Context: an optimization exercise on an open-source flow, tuned for small area. The choices shown serve that exercise and are no tape-out recipe. Only simulation tests tie the RTL to the original design; equivalence was not proved.

==> flow/design.v <==
module baud_gen
    #(parameter
        f_clk = 50_000_000,
        f_baud = 38400
    )
    (
        input clk, reset,
        output oTick
    );
    localparam [7:0] count_max = f_clk/(f_baud*16); 
    reg [7:0] count_reg, count_next;
    reg tick;
    always@(posedge clk, posedge reset) begin
        if(reset) begin
            count_reg <= count_max;
        end
        else begin
            count_reg <= count_next;
        end
    end
    always@* begin
        count_next = count_reg - 1;
        tick = 1'b0;
        if(count_reg == 0) begin
            count_next = count_max;
            tick = 1'b1;
        end
    end
    assign oTick = tick;
endmodule
module fifo
    #(parameter
        B = 8,  
        W = 4   
    )
    (    
        input clk, reset,
        input w_en,
        input [B-1:0] w_data,
        output w_full,
        input r_en,
        output [B-1:0] r_data,
        output r_empty
    );
    reg [B-1:0] array_reg [W**2-1:0];
    reg full_reg, full_next;
    reg empty_reg, empty_next;
    reg [W-1:0] w_ptr_next, w_ptr_reg, w_ptr_succ;
    reg [W-1:0] r_ptr_next, r_ptr_reg, r_ptr_succ;
    wire w_enable;
    always@(posedge clk, posedge reset) begin
        if(reset) begin
            w_ptr_reg <= 0;
            r_ptr_reg <= 0;
            full_reg <= 1'b0;
            empty_reg <= 1'b1;
        end  
        else begin
            w_ptr_reg <= w_ptr_next;
            r_ptr_reg <= r_ptr_next;
            full_reg <= full_next;
            empty_reg <= empty_next;
        end  
    end  
    always@* begin
        w_ptr_succ = w_ptr_reg + 1;
        r_ptr_succ = r_ptr_reg + 1;
        w_ptr_next = w_ptr_reg;
        r_ptr_next = r_ptr_reg;
        full_next = full_reg;
        empty_next = empty_reg;
        case ({w_en, r_en})
            2'b00: begin  
				end
            2'b01: begin  
                if(~empty_reg) begin
                    r_ptr_next = r_ptr_succ;
                    full_next = 1'b0;
                    if(r_ptr_succ==w_ptr_reg)
                        empty_next = 1'b1;
                end  
				end  
            2'b10: begin  
                if(~full_reg) begin
                    w_ptr_next = w_ptr_succ;
                    empty_next = 1'b0;
                    if(w_ptr_succ==r_ptr_reg)
                        full_next = 1'b1;
                end  
				end  
            default: begin 
                if(empty_reg) begin  
                    w_ptr_next = w_ptr_succ;
                    empty_next = 1'b0;
                end
                else if(full_reg) begin  
                    r_ptr_next = r_ptr_succ;
                    full_next = 1'b0;
                end
                else begin
                    w_ptr_next = w_ptr_succ;
                    r_ptr_next = r_ptr_succ;
                end
				end  
        endcase
    end  
    assign r_empty = empty_reg;
    assign w_full = full_reg;
    assign w_enable = (w_en & ~full_reg);
    always@(posedge clk) begin
        if (w_enable)
            array_reg[w_ptr_reg] <= w_data;
    end
    assign r_data = array_reg[r_ptr_reg];
endmodule
module rx_uart 
    (
        input clk, reset,
        input iRX,
        input iBaud_tick,
        output oDone_tick,
        output oErr,
        output [7:0] oData
    );
    localparam  s_idle = 0,
                s_start = 1,
                s_receive = 2,
                s_stop = 3,
                s_err = 4;
    reg [3:0] state_reg, state_next;
    reg [7:0] bit_count_reg, bit_count_next;
    reg [7:0] baud_count_reg, baud_count_next;
    reg done_tick;
    reg err;
    reg [7:0] data_reg, data_next;
    always@(posedge clk, posedge reset) begin
        if(reset) begin
            state_reg <= s_idle;
            bit_count_reg <= 7;
            baud_count_reg <= 7;
            data_reg <= 'b0;
        end
        else begin
            state_reg <= state_next;
            bit_count_reg <= bit_count_next;
            baud_count_reg <= baud_count_next;
            data_reg <= data_next;
        end
    end
    always@* begin
        state_next = state_reg;
        bit_count_next = bit_count_reg;
        baud_count_next = baud_count_reg;
        data_next = data_reg;
        done_tick = 1'b0;
        err = 1'b0;
        if(iBaud_tick) begin
            case(state_reg)
                s_idle: begin  
                    if (~iRX) begin
                        state_next = s_start;
                        baud_count_next = 7;
                    end
                end
                s_start: begin  
                    if(baud_count_reg == 0) begin
                        state_next = s_receive;
                        baud_count_next = 8'd15;
                        bit_count_next = 8'd7;
                    end
                    else begin
                        baud_count_next = baud_count_reg - 8'd1;
                    end
                end
                s_receive: begin  
                    if(baud_count_reg == 0) begin
                        baud_count_next = 8'd15;
                        data_next = {iRX, data_reg[7:1]};  
                        if(bit_count_reg == 0) begin 
                            state_next = s_stop;
                        end
                        else begin 
                            bit_count_next = bit_count_reg - 8'd1;
                        end
                    end
                    else begin
                        baud_count_next = baud_count_reg - 8'd1;
                    end
                end
                s_stop: begin  
                    if(baud_count_reg == 0) begin
                        state_next = s_idle;
                        done_tick = 1'b1;
                    end
                    else begin
                        baud_count_next = baud_count_reg - 8'd1;
                    end
                end
                s_err: begin  
                    err = 1'b1;
                end
            endcase
        end
    end
    assign oDone_tick = done_tick;
    assign oErr = err;
    assign oData = data_reg;
endmodule
module tx_uart 
    (
        input clk, reset,
        output oTX,
        input iBaud_tick,
        output oDone_tick,
        output oErr,
        input [7:0] iData,
        input iStart 
    );
    localparam  s_idle = 0,
                s_start = 1,
                s_tranmitt = 2,
                s_stop = 3,
                s_err = 4;
    reg [3:0] state_reg, state_next;
    reg [7:0] data_reg, data_next;
    reg [7:0] baud_count_reg, baud_count_next;
    reg [7:0] bit_count_reg, bit_count_next;
    reg err;
    reg done_tick;
    reg tx;
    always@(posedge clk, posedge reset) begin
        if(reset) begin
            state_reg <= s_idle;
            data_reg <= 'b0;
            baud_count_reg <= 8'd15;
            bit_count_reg <= 8'd7;
        end
        else begin
            state_reg <= state_next;
            data_reg <= data_next;
            baud_count_reg <= baud_count_next;
            bit_count_reg <= bit_count_next;
        end
    end
    always@* begin
        state_next = state_reg;
        data_next = data_reg;
        baud_count_next = baud_count_reg;
        bit_count_next = bit_count_reg;
        err = 1'b0;
        done_tick = 1'b0;
        tx = 1'b1;
        case(state_reg)
            s_idle: begin
                if(iStart) begin
                    state_next = s_start;
                    data_next = iData;
                    bit_count_next = 8'd7;
                end
            end
            s_start: begin
                tx = 1'b0;
                if(iBaud_tick) begin
                    if(baud_count_reg == 0) begin
                        baud_count_next = 8'd15;
                        state_next = s_tranmitt;
                    end
                    else begin
                        baud_count_next = baud_count_reg - 1;
                    end
                end
            end
            s_tranmitt: begin
                tx = data_reg[0];
                if(iBaud_tick) begin
                    if(baud_count_reg == 0) begin
                        baud_count_next = 8'd15;
                        data_next = {1'b0, data_reg[7:1]};
                        if(bit_count_reg == 0) begin
                            state_next = s_stop;
                        end
                        else begin
                            bit_count_next = bit_count_reg - 1;
                        end
                    end
                    else begin
                        baud_count_next = baud_count_reg - 1;
                    end
                end
            end
            s_stop: begin
                tx = 1'b1;
                if(iBaud_tick) begin
                    if(baud_count_reg == 0) begin
                        baud_count_next = 8'd15;
                        state_next = s_idle;
                        done_tick = 1'b1;
                    end
                    else begin
                        baud_count_next = baud_count_reg - 1;
                    end
                end
            end
            s_err: begin
                err = 1'b1;
            end
        endcase
    end
    assign oErr = err;
    assign oDone_tick = done_tick;
    assign oTX = tx;
endmodule
module uart_module_top
    #(parameter
        f_clk = 50_000_000,
        f_baud = 115200
    )
    (
        input clk, reset,
        input iRX,
        output oTX,
        output [7:0] rx_data,
        input rx_rd,
        output rx_empty,
        output rx_err,
        input [7:0] tx_data,
        input tx_wrt,
        output tx_full,
        output tx_err
    );
    wire baud_tick;
    wire rx_done;
    wire [7:0] rx_fifo_data;
    wire [7:0] tx_fifo_data;
    wire tx_done;
    wire tx_start;
    wire tx_fifo_empty;
    baud_gen 
    #(
        .f_clk(f_clk),
        .f_baud(f_baud)
    ) baud_gen_inst
    (
        .clk(clk),
        .reset(reset),
        .oTick(baud_tick)
    );
    rx_uart rx_uart_inst
    (
        .clk(clk), 
        .reset(reset),
        .iRX(iRX),
        .iBaud_tick(baud_tick),
        .oDone_tick(rx_done),
        .oErr(rx_err),
        .oData(rx_fifo_data)
    );
    fifo 
    #(
        .B(8),    
        .W(4)     
    ) rx_fifo_inst
    (    
        .clk(clk), 
        .reset(reset),
        .w_en(rx_done),
        .w_data(rx_fifo_data),
        .w_full(),
        .r_en(rx_rd),
        .r_data(rx_data),
        .r_empty(rx_empty)
    );
    tx_uart tx_uart_inst
    (
        .clk(clk), 
        .reset(reset),
        .oTX(oTX),
        .iBaud_tick(baud_tick),
        .oDone_tick(tx_done),
        .oErr(tx_err),
        .iData(tx_fifo_data),
        .iStart(tx_start) 
    );
    assign tx_start = ~tx_fifo_empty;
    fifo 
     #(
        .B(8),    
        .W(4)     
    ) tx_fifo_inst
    (    
        .clk(clk), 
        .reset(reset),
        .w_en(tx_wrt),
        .w_data(tx_data),
        .w_full(tx_full),
        .r_en(tx_done),
        .r_data(tx_fifo_data),
        .r_empty(tx_fifo_empty)
    );
endmodule
==> flow/run.sh <==
#!/bin/bash
# synth_recipe.tcl (not shown) runs the flow's synth.tcl, then flattens the netlist and writes it again
# the make line also repeats each setting of config.mk as NAME=value (left out here)
make -C /OpenROAD-flow-scripts/flow DESIGN_CONFIG=/design/flow/config.mk WORK_HOME=/design/flow/orfs CLKGATE_MAP_FILE= SYNTH_SCRIPT=/design/flow/synth_recipe.tcl finish
==> flow/config.mk <==
export PLATFORM = sky130hd
export DESIGN_NAME = uart_module_top
export DESIGN_NICKNAME = uart_module_top
export VERILOG_FILES = /design/flow/design.v
export SDC_FILE = /design/flow/constraint.sdc
export NUM_CORES = 4
export LEC_CHECK = 0
export CAP_MARGIN = 20
export CORE_MARGIN = 2
export CORE_UTILIZATION = 40
export SLEW_MARGIN = 20
==> flow/constraint.sdc <==
create_clock -name core_clock -period 20.0 [get_ports {clk}]
set_input_delay 4.0000 -clock core_clock [delete_from_list [all_inputs] [get_ports {clk}]]
set_output_delay 4.0000 -clock core_clock [all_outputs]
set_load 0.01 [all_outputs]
==> qor.csv <==
stage,metric,value,unit
status,status,timing/DRC/antenna clean,
global_route,overflow,0,
critical_path,crit_type,register to output port,
placed_design,pre_cts_ws,13.21,ns
critical_path,startpoint_type,register,
logic_synthesis,syn_area,14480,um2
sta,fin_tns_setup,0,ns
layout,fill_cells,3072,
cts,tritoncts.num_buffers,37,
floorplanning,die-area,37740,um2
layout,synthToLayoutAreaGrowth,13.38,%
critical_path,r2r_setup_slack,16.67,ns
critical_path,r2r_end,rx_fifo_inst.array_reg[1][3],
sta,tightest_slew,0.9114,ns
layout,final_nets,961,
placed_design,placedInstanceArea,15170,um2
sta,layout_setup_ws,12.73,ns
global_route,grt_util_all_layers,15.51,%
sta,finClkSkew,0.01653,ns
layout,diodes,0,
logic_synthesis,seq_area_frac_synth,67.08,%
drt,vias,7644,
layout,drive_gt1_share,18.40,%
worst_hold_path,min-delay-start,baud_gen_inst.count_reg[0],
cts,cts.sinks,336,
sta,rsz0062_at_grt,no,
logic_synthesis,syn_inst,893,
drt,drtIter0Drc,493,
global_route,grt_pass1_wl,45640,um
worst_hold_path,holdPathEnd,baud_gen_inst.count_reg[0],
drt,drtPass1Iterations,4,
critical_path,cp_max_fo,24,
power_and_ir_drop,ir_worst_vdd,71.41,uV
cts,ctsHoldBuffers,0,
placed_design,dpl.hpwl,17870,um
floorplanning,die_h,194.3,um
sta,setup_viol,0,
power_and_ir_drop,powerDensity,97.44,nW/um2
placed_design,gp_congestion,0.7837,
placed_design,dp.cells,1345,
sta,fin_crit_sh,36.36,%
critical_path,required,16.00,ns
drt,totalWireLength,28880,um
placed_design,portBuffers,23,
logic_synthesis,synthFlopType,edfxtp_1,
power_and_ir_drop,p_total,1.600,mW
cts,ctsResizeCount,0,
drt,wire_per_inst,20.45,um
logic_synthesis,synthArstFlopShare,23.81,%
cts,clockBufferDepth,3,
sta,maxSlewHeadroom,39.24,%
drt,postRouteAntennaNets,0,
power_and_ir_drop,power_leakage,5.414,nW
worst_hold_path,hold_path.class,register to register,
cts,cts_setup_buffers,0,
logic_synthesis,synth_edf_count,256,
floorplanning,initial_core_util,40.71,%
sta,maxSlewViolCount,0,
sta,hold_viol_final,0,
run,maxCapViolations,0,
sta,finalCriticalPeriod,7.272,ns
logic_synthesis,syn_area_per_cell,16.22,um2
critical_path,crit-reg2reg-launch,rx_uart_inst.baud_count_reg[0],
logic_synthesis,yosysUniqueCellTypes,76,
floorplanning,rows,69,
logic_synthesis,ys_warn_count,4,
worst_hold_path,whs_path_depth,1,
drt,route.detailed.drc,0,
cts,h-tree-depth,2,
floorplanning,core_area,35570,um2
cts,cts_tree,built,
layout,final_cells,1412,
cts,root_buffer,clkbuf_16,
sta,fmax,137.5,MHz
cts,path_clk_slew,0.06,ns
floorplanning,pin_count,26,
floorplanning,die_w,194.3,um
critical_path,critPathCaptureType,output port,
drt,viasPerCell,5.414,
logic_synthesis,ys_seq_elements,336,
critical_path,r2r_cells,7,
global_route,grt_pass1_vias,7764,
layout,finish.instance_area,16420,um2
global_route,antenna_found_initial,0,
cts,insertion_delay,0.53,ns
critical_path,worst_ep_arrival_time,3.27,ns
global_route,grt_max_degree,43,
[cell usage after synthesis, drive strengths merged (8+ instances only)]
master | n | share of area [%]
nand3 | 17 | 0.59
mux2i | 24 | 1.7
nor3 | 21 | 0.73
edfxtp | 256 | 53
and2 | 26 | 1.1
nand2 | 38 | 1.0
o21ai | 21 | 0.73
xor2 | 8 | 0.48
ha | 25 | 2.2
o221ai | 11 | 0.67
mux4 | 62 | 9.6
dfstp | 19 | 3.4
nor4 | 11 | 0.67
a21oi | 15 | 0.54
a31oi | 13 | 0.56
nor2 | 33 | 0.86
inv | 32 | 0.83
a21o | 9 | 0.47
mux2 | 19 | 1.5
dfrtp | 61 | 11
buf | 16 | 0.60
clkbuf | 24 | 0.62
xnor2 | 30 | 1.8
[kinds of logic after synthesis]
logic type	synth area share [%]
other	0.02590
AOI/OAI and AO/OA	5.781
DFF	67.08
muxes	12.78
and+or+nand+nor	7.803
xor gates and xnor gates	2.298
buffers and inverters	2.074
adders and majority gates	2.160
[cell type report]
cell class | instances | area [um2] | share of cell area, %
Clock inverter | 23 | 294.0 | 1.791
Multi-Input combinational cell | 485 | 4471 | 27.23
Inverter | 33 | 125.1 | 0.7621
Sequential cell | 336 | 9716 | 59.18
Tap cell | 461 | 576.8 | 3.513
Clock buffer | 44 | 952.2 | 5.800
Timing Repair Buffer | 30 | 282.8 | 1.722
[cells in the final DEF (no fill, tap or decap), drive strengths merged, types with 5 or more instances in the layout]
master | Yosys | final
o221ai | 11 | 11
nor3 | 21 | 21
nor4b | 5 | 5
o21ai | 21 | 21
clkdlybuf4s50 | 0 | 23
a221oi | 5 | 5
ha | 25 | 25
mux2 | 19 | 19
mux4 | 62 | 62
a31oi | 13 | 13
nand2b | 6 | 6
clkinv | 1 | 14
nand2 | 38 | 38
nor3b | 5 | 5
dfstp | 19 | 19
or3 | 6 | 6
mux2i | 24 | 24
edfxtp | 256 | 256
o21a | 5 | 5
clkbuf | 24 | 44
a21o | 9 | 9
and2 | 26 | 26
xnor2 | 30 | 30
nor4 | 11 | 11
xor2 | 8 | 8
a22oi | 7 | 7
dfrtp | 61 | 61
bufinv | 0 | 7
nand3 | 17 | 17
nor2b | 7 | 7
and3 | 6 | 6
nor2 | 33 | 33
a21oi | 15 | 15
buf | 16 | 7
inv | 32 | 34
[metal layers]
layer	global-route usage, %	part of all wire [%]	vias to the layer above
li1	-	-	3556
met1	21.34	45	3903
met2	25.52	49	146
met3	2.592	3.9	39
met4	4.405	1.9	0
met5	0	0	-
[through the flow]
| stage | util, % | hold slack (ns) |
|---|---|---|
| global route | 46.16 | 0.4875 |
| detailed placement | 42.65 | 0.4595 |
| CTS | 46.16 | 0.4731 |
| floorplan | - | 0.4429 |
| finish | 46.16 | 0.4721 |
| global placement | 42.65 | 0.4562 |
[worst max-delay path by stage]
stage / from / end / slack (ns) / cells past startpoint
2_1_floorplan: rx_fifo_inst.r_ptr_reg[0] / rx_data[0] / 13.89 / 4
3_3_place_gp: rx_fifo_inst.r_ptr_reg[0] / rx_data[1] / 13.27 / 4
3_5_place_dp: rx_fifo_inst.r_ptr_reg[0] / rx_data[1] / 13.21 / 4
4_1_cts: rx_fifo_inst.r_ptr_reg[0] / rx_data[1] / 12.64 / 4
5_1_grt: rx_fifo_inst.r_ptr_reg[0] / rx_data[4] / 12.55 / 4
6_report: rx_fifo_inst.r_ptr_reg[0] / rx_data[1] / 12.73 / 4
[report_power, final]
group          total, mW  switching, mW  internal (mW)
Combinational      0.119         0.0569         0.0617
Clock              0.702          0.270          0.431
Sequential         0.780         0.0243          0.755
Total               1.60          0.351           1.25
[critical path, stage by stage (launching register included)]
cell and delay [ns]:
dfrtp_2 0.67, buf_4 0.48, mux4_2 0.57, mux4_2 0.51
clkdlybuf4s50_1 0.50

==> port drivers added, routing unchanged <==
In the flow no input, the clock included, has a driving cell. The finished layout below was timed again as built, in two steps.
Step 1: set_driving_cell puts a clkbuf_16 on clk and a buf_2 on each other input, an assumption about the parent block.
Step 2 moves the port delays by t, midway between the first and last clock arrival at a register: inputs arrive t later, outputs are due t later. That takes back most of the time a late clock gives input paths.
Three values: ideal ports, drivers, drivers and shift; two values: the first two.
t (ns): 0.568
slack for setup (ns): 12.728 / 12.677 / 13.245
hold WS [ns]: 0.472 / 0.472 / 0.472
worst slew at a driven data input, ns: 0.04
pins driven straight from the clock port: 1
After both steps this run still meets setup and hold. The setup slack of this run moves by -0.051 ns with the drivers and by +0.517 ns with both steps.
